Source: an optimization exercise on an open RTL-to-GDS flow (aim: small area and a short achievable clock period). Production flows keep margins and buffers that such runs may drop. No functional check of the RTL was part of any run shown here.

## flow/design.v (module list and top-level ports; edited modules follow where they fit)
// module DCT: 3663 lines
// module DCT_fa: 4 lines
// module DCT_ha: 4 lines
module DCT #(parameter horizontal = 1) (
  input wire CLK, input wire RST, input wire i_stb,
  input wire [7:0] i_D0, i_D1, i_D2, i_D3, i_D4, i_D5, i_D6, i_D7,
  output wire o_stb,
  output wire signed [15:0] o_D0, o_D1, o_D2, o_D3, o_D4, o_D5, o_D6, o_D7
);
  // ...
==> flow/run.sh <==
#!/bin/bash
# synth_recipe.tcl (not shown) runs the flow's synth.tcl, then flattens the netlist and writes it again
# the make line also repeats each setting of config.mk as NAME=value (left out here)
make -C /OpenROAD-flow-scripts/flow DESIGN_CONFIG=/design/flow/config.mk WORK_HOME=/design/flow/orfs CLKGATE_MAP_FILE= SYNTH_SCRIPT=/design/flow/synth_recipe.tcl finish
==> flow/config.mk <==
export PLATFORM = sky130hd
export DESIGN_NAME = DCT
export DESIGN_NICKNAME = DCT
export VERILOG_FILES = /design/flow/design.v
export SDC_FILE = /design/flow/constraint.sdc
export NUM_CORES = 4
export LEC_CHECK = 0
export ABC_CLOCK_PERIOD_IN_PS = 3500
export CAP_MARGIN = 20
export CORE_MARGIN = 2
export CORE_UTILIZATION = 40
export PLACE_DENSITY = 0.6
export SETUP_SLACK_MARGIN = 4.5
export SLEW_MARGIN = 20
export SYNTH_HIERARCHICAL = 1
export SYNTH_MINIMUM_KEEP_SIZE = 0
==> flow/constraint.sdc <==
create_clock -name core_clock -period 8.0 [get_ports {CLK}]
set_input_delay 1.6000 -clock core_clock [delete_from_list [all_inputs] [get_ports {CLK}]]
set_output_delay 1.6000 -clock core_clock [all_outputs]
set_load 0.01 [all_outputs]
==> results.py, run 1 <==
metrics = {
    "run_status": {
        "status": "complete, no violations",
    },
    "clock_tree": {
        "cts_resized": 150,
        "holdBufCountCts": 0,
    },
    "final_layout": {
        "area_growth_pct": 17.0,
        "regMostFlops": "stb",
        "clockNetworkAreaShare_pct": 4.61,
        "multiInputGateArea_um2": 21300,
        "fillers": 7362,
        "largest_reg_flops": 4,
        "final_common_cell": "inv_1",
        "largestClassByArea": "multi-input gates",
        "utilization_pct": 47.3,
        "seqCellArea_um2": 8810,
    },
    "yosys": {
        "synth_top_family_by_area": "adder cells",
        "syn_inst": 2851,
        "synthSimpleGateAreaFrac_pct": 5.12,
        "yosys-top-cells-area": "fa_1 (37%), dfxtp_1 (26%), ha_1 (11%)",
        "post_synth.cell_area_avg_um2": 11.5,
        "netlist_area_um2": 32700,
    },
    "die": {
        "row_count": 104,
        "floorplan.initialDensity_pct": 40.5,
        "taps": 1060,
        "coreArea_um2": 80700,
    },
    "routing": {
        "ant_nets": 0,
        "viasPerCell": 4.77,
        "drtIter0Drc": 1188,
        "drt-met1-wl_um": 35300,
    },
    "critical_path": {
        "arrival_ns": 5.58,
        "end_kind": "flip-flop",
        "crit_chain": "fa_1 > fa_2 > fa_2 > fa_2 > fa_2 > fa_1 > inv_2 > ha_4 > ha_4 > inv_2 > fa_2 > fa_2 > fa_2 > fa_2",
        "r2r_cells": 14,
        "worst-path-buf-inv": 2,
        "cp_slowest_cell": "fa_2",
    },
    "placed_design": {
        "port_buffers": 188,
    },
    "global_route": {
        "grt_pass1_vias": 20881,
    },
    "sta": {
        "finalCriticalPeriod_ns": 5.02,
        "maxSlewViolCount": 0,
        "setup_viol": 0,
    },
    "min_path": {
        "whs_endpoint": "r3_134",
    },
}
==> inputs of run 2 (changes only) <==
==> flow/config.mk (replaced) <==
export PLATFORM = sky130hd
export DESIGN_NAME = DCT
export DESIGN_NICKNAME = DCT
export VERILOG_FILES = /design/flow/design.v
export SDC_FILE = /design/flow/constraint.sdc
export NUM_CORES = 4
export LEC_CHECK = 0
export ABC_CLOCK_PERIOD_IN_PS = 3000
export CAP_MARGIN = 20
export CORE_MARGIN = 2
export CORE_UTILIZATION = 40
export PLACE_DENSITY = 0.6
export SETUP_SLACK_MARGIN = 5
export SLEW_MARGIN = 20
export SYNTH_HIERARCHICAL = 1
export SYNTH_MINIMUM_KEEP_SIZE = 0
==> run 2 against run 1 <==
Still clean on timing, DRC and antenna. Wire length is 2.2% higher. Area after synthesis stayed put. Core utilization is 1.0 points higher. Critical path depth stayed put. Register-to-register slack better by 0.04 ns. First-iteration DRC count is 6.1% higher. Cell area is 2.1% higher. Clock skew is 0.0037 ns lower. Hold slack better by 0.0023 ns. Critical endpoint unchanged. Largest cell class unchanged.
==> results.py, run 2 <==
metrics = {
    "sta": {
        "post-route-period-util_pct": 62.3,
        "setup_viol": 0,
        "slew_headroom_pct": 55.7,
        "rsz0062_at_grt": "yes",
        "tightest_slew_ns": 0.656,
        "skew_ns": 0.0425,
        "hold_viol": 0,
        "finalCriticalPeriod_ns": 4.98,
        "fin_tns_setup_ns": 0,
        "maxSlewViolCount": 0,
        "fmax_mhz": 201,
    },
    "placed_design": {
        "routabilityCongestion": 0.925,
        "place_inst": 3951,
        "hpwl_um": 64900,
        "port_buffers": 188,
    },
    "routing": {
        "drcViolationCount": 0,
        "met3WireLength_um": 5240,
        "drt_wl_total_um": 83700,
        "drt-met1-wl_um": 37200,
        "top_layer_used": "met4",
        "firstDrtPassIters": 5,
        "wl_met2_um": 37900,
        "vias": 20054,
        "viasPerCell": 4.80,
        "ant_nets": 0,
        "drtIter0Drc": 1261,
        "wl_per_cell_um": 20.0,
    },
    "final_layout": {
        "area_growth_pct": 19.4,
        "fin_cells": 4180,
        "regMostFlops": "stb",
        "utilization_pct": 48.3,
        "final_common_cell": "inv_1",
        "largest_reg_flops": 4,
        "layout_common_cells": "inv_1 (529), fa_1 (409), dfxtp_1 (323), ha_1 (254), fa_2 (190)",
        "nets": 4028,
        "drive_above_1_share_pct": 20.0,
        "multiInputGateArea_um2": 21800,
        "fillers": 7242,
        "seqCellArea_um2": 8870,
    },
    "yosys": {
        "synthTopCellsByCount": "fa_1 (599), inv_1 (562), dfxtp_1 (427)",
        "syn_inst": 2851,
        "ys_warn_count": 7,
        "synth-async-reset-ratio_pct": 0,
        "yosys-top-cells-area": "fa_1 (37%), dfxtp_1 (26%), ha_1 (11%)",
        "synth.most_common_cell": "fa_1",
        "ys_ff_latch": 427,
        "yosys_most_used_dff": "dfxtp_1",
        "post_synth.cell_area_avg_um2": 11.5,
        "ys_seq_area_share_pct": 26.2,
        "synth_top_area_share_pct": 36.7,
        "synth.distinct_cells": 65,
        "synth-edff-count": 0,
        "synth_top_area_cell": "fa_1",
        "netlist_area_um2": 32700,
    },
    "clock_tree": {
        "clock-sinks": 427,
        "clock_path_buffers": 3,
        "cts-root-buf": "clkbuf_16",
        "clkTransAtPathRegs_ns": 0.06,
        "numCtsBuffers": 50,
        "cts_tree": "done",
        "insertion_delay_ns": 0.62,
        "htreeDepth": 2,
    },
    "die": {
        "dieHeight_um": 290,
        "floorplan.initialDensity_pct": 40.5,
        "dieArea_um2": 83900,
        "ios": 196,
        "row_count": 104,
        "die_x_um": 290,
        "coreArea_um2": 80700,
    },
    "global_route": {
        "grt_max_degree": 15,
        "grt_pass1_wl_um": 129000,
        "grt_use_total_pct": 20.6,
        "antenna_found_initial": 0,
        "grt_pass1_vias": 21323,
        "grt_overflow": 0,
    },
    "critical_path": {
        "worst-path-buf-inv": 2,
        "r2r_cells": 14,
        "arrival_ns": 5.47,
        "cp_top_family": "adder cells",
        "cp_slowest_cell": "fa_2",
        "r2r-start": "r2_259",
        "timing.rr.end": "r3_593",
        "crit_path_max_incr_delay_ns": 0.55,
        "crit_chain": "fa_1 > fa_2 > fa_2 > fa_2 > fa_2 > fa_1 > inv_2 > ha_4 > ha_4 > inv_2 > fa_2 > fa_2 > fa_2 > fa_1",
        "cp_max_fo": 2,
        "setup.worst_path.class": "flip-flop to flip-flop",
        "r2r_setup_slack_ns": 3.02,
        "crit_top_cell": "fa_2",
        "critPathRequiredTime_ns": 8.49,
        "end_kind": "flip-flop",
        "worstSetupStartpointType": "flip-flop",
    },
    "job": {
        "drv_cap": 0,
    },
    "min_path": {
        "min_path_cells": 0,
        "whs_endpoint": "r3_102",
        "hold_path.class": "flip-flop to flip-flop",
        "min_from": "r2_101",
    },
    "run_status": {
        "status": "complete, no violations",
    },
}
run 2: worst max-delay path by stage:
stage	cells past startpoint	endpoint	startpoint	slack, ns
2_1_floorplan	11	r3_589	r2_274	3.96
3_3_place_gp	14	r3_593	r2_261	2.84
3_5_place_dp	14	r3_593	r2_252	2.82
4_1_cts	14	r3_593	r2_259	2.98
5_1_grt	14	r3_593	r2_259	2.88
6_report	14	r3_593	r2_259	3.02
run 2: per-layer routing:
metal  vias up  global-route usage (%)
li1       9179                       -
met1     10056                    28.5
met2       641                    32.0
met3       178                    4.14
met4         0                    7.46
met5         -                       0
run 2: per-module statistics from Yosys, one instance, submodules excluded:
module  area, µm²  flops+latches
DCT_ha       12.5              0
DCT_fa       20.0              0
DCT         20800            427
run 2: kinds of logic after synthesis:
kind of cell	count (synthesis)	synth area share [%]
compound gates	297	6.40
xor+xnor	177	4.75
fa+ha+maj	883	47.6
buf+inv	719	9.85
flops	427	26.2
mux	2	0.0651
other cells	2	0.0230
simple gates	344	5.12
run 2: stage by stage:
step / hold WS [ns] / instance area, µm² / worst slack [ns]
2_1_floorplan: 0.310 / 33200 / 3.96
3_3_place_gp: 0.314 / 35300 / 2.84
3_5_place_dp: 0.312 / 35300 / 2.82
4_1_cts: 0.327 / 38400 / 2.98
5_1_grt: 0.328 / 39000 / 2.88
6_report: 0.326 / 39000 / 3.02
run 2: area by class of cell:
type | instances | area share [%]
inverter | 562 | 5.44
antenna | 2 | 0.0128
tap | 1060 | 3.40
timing repair buffer | 324 | 7.85
multi-input combinational | 1713 | 56.0
clock inverter | 25 | 0.825
clock buffer | 67 | 3.69
sequential | 427 | 22.8
run 2: timing repair:
item | CTS | global route
gates resized for setup | 333 | 109
pin swaps | 88 | 81
endpoints found under the hold margin | 0 | 0
hold buffers | 0 | 0
buffers inserted | 108 | 27
setup endpoints to repair | 211 | 89

==> what the ideal ports hide <==
In the flow no input, the clock included, has a driving cell. The finished layouts below were timed again as built, in two steps. Step 1 assumes that a clkbuf_16 drives the clock port and a buf_2 every other input. Step 2 moves the port delays by t, midway between the first and last clock arrival at a register: inputs arrive t later, outputs are due t later. That takes back most of the time a late clock gives input paths. a / b / c = ideal / step 1 / step 2; a / b = the first two.
run | shift t [ns] | setup WS [ns] | pins driven straight from the clock port
run 1 | 0.655 | 2.982 / 2.982 / 2.982 | 1
run 2 | 0.666 | 3.019 / 3.019 / 3.019 | 1
After both steps every run listed still meets setup and hold.
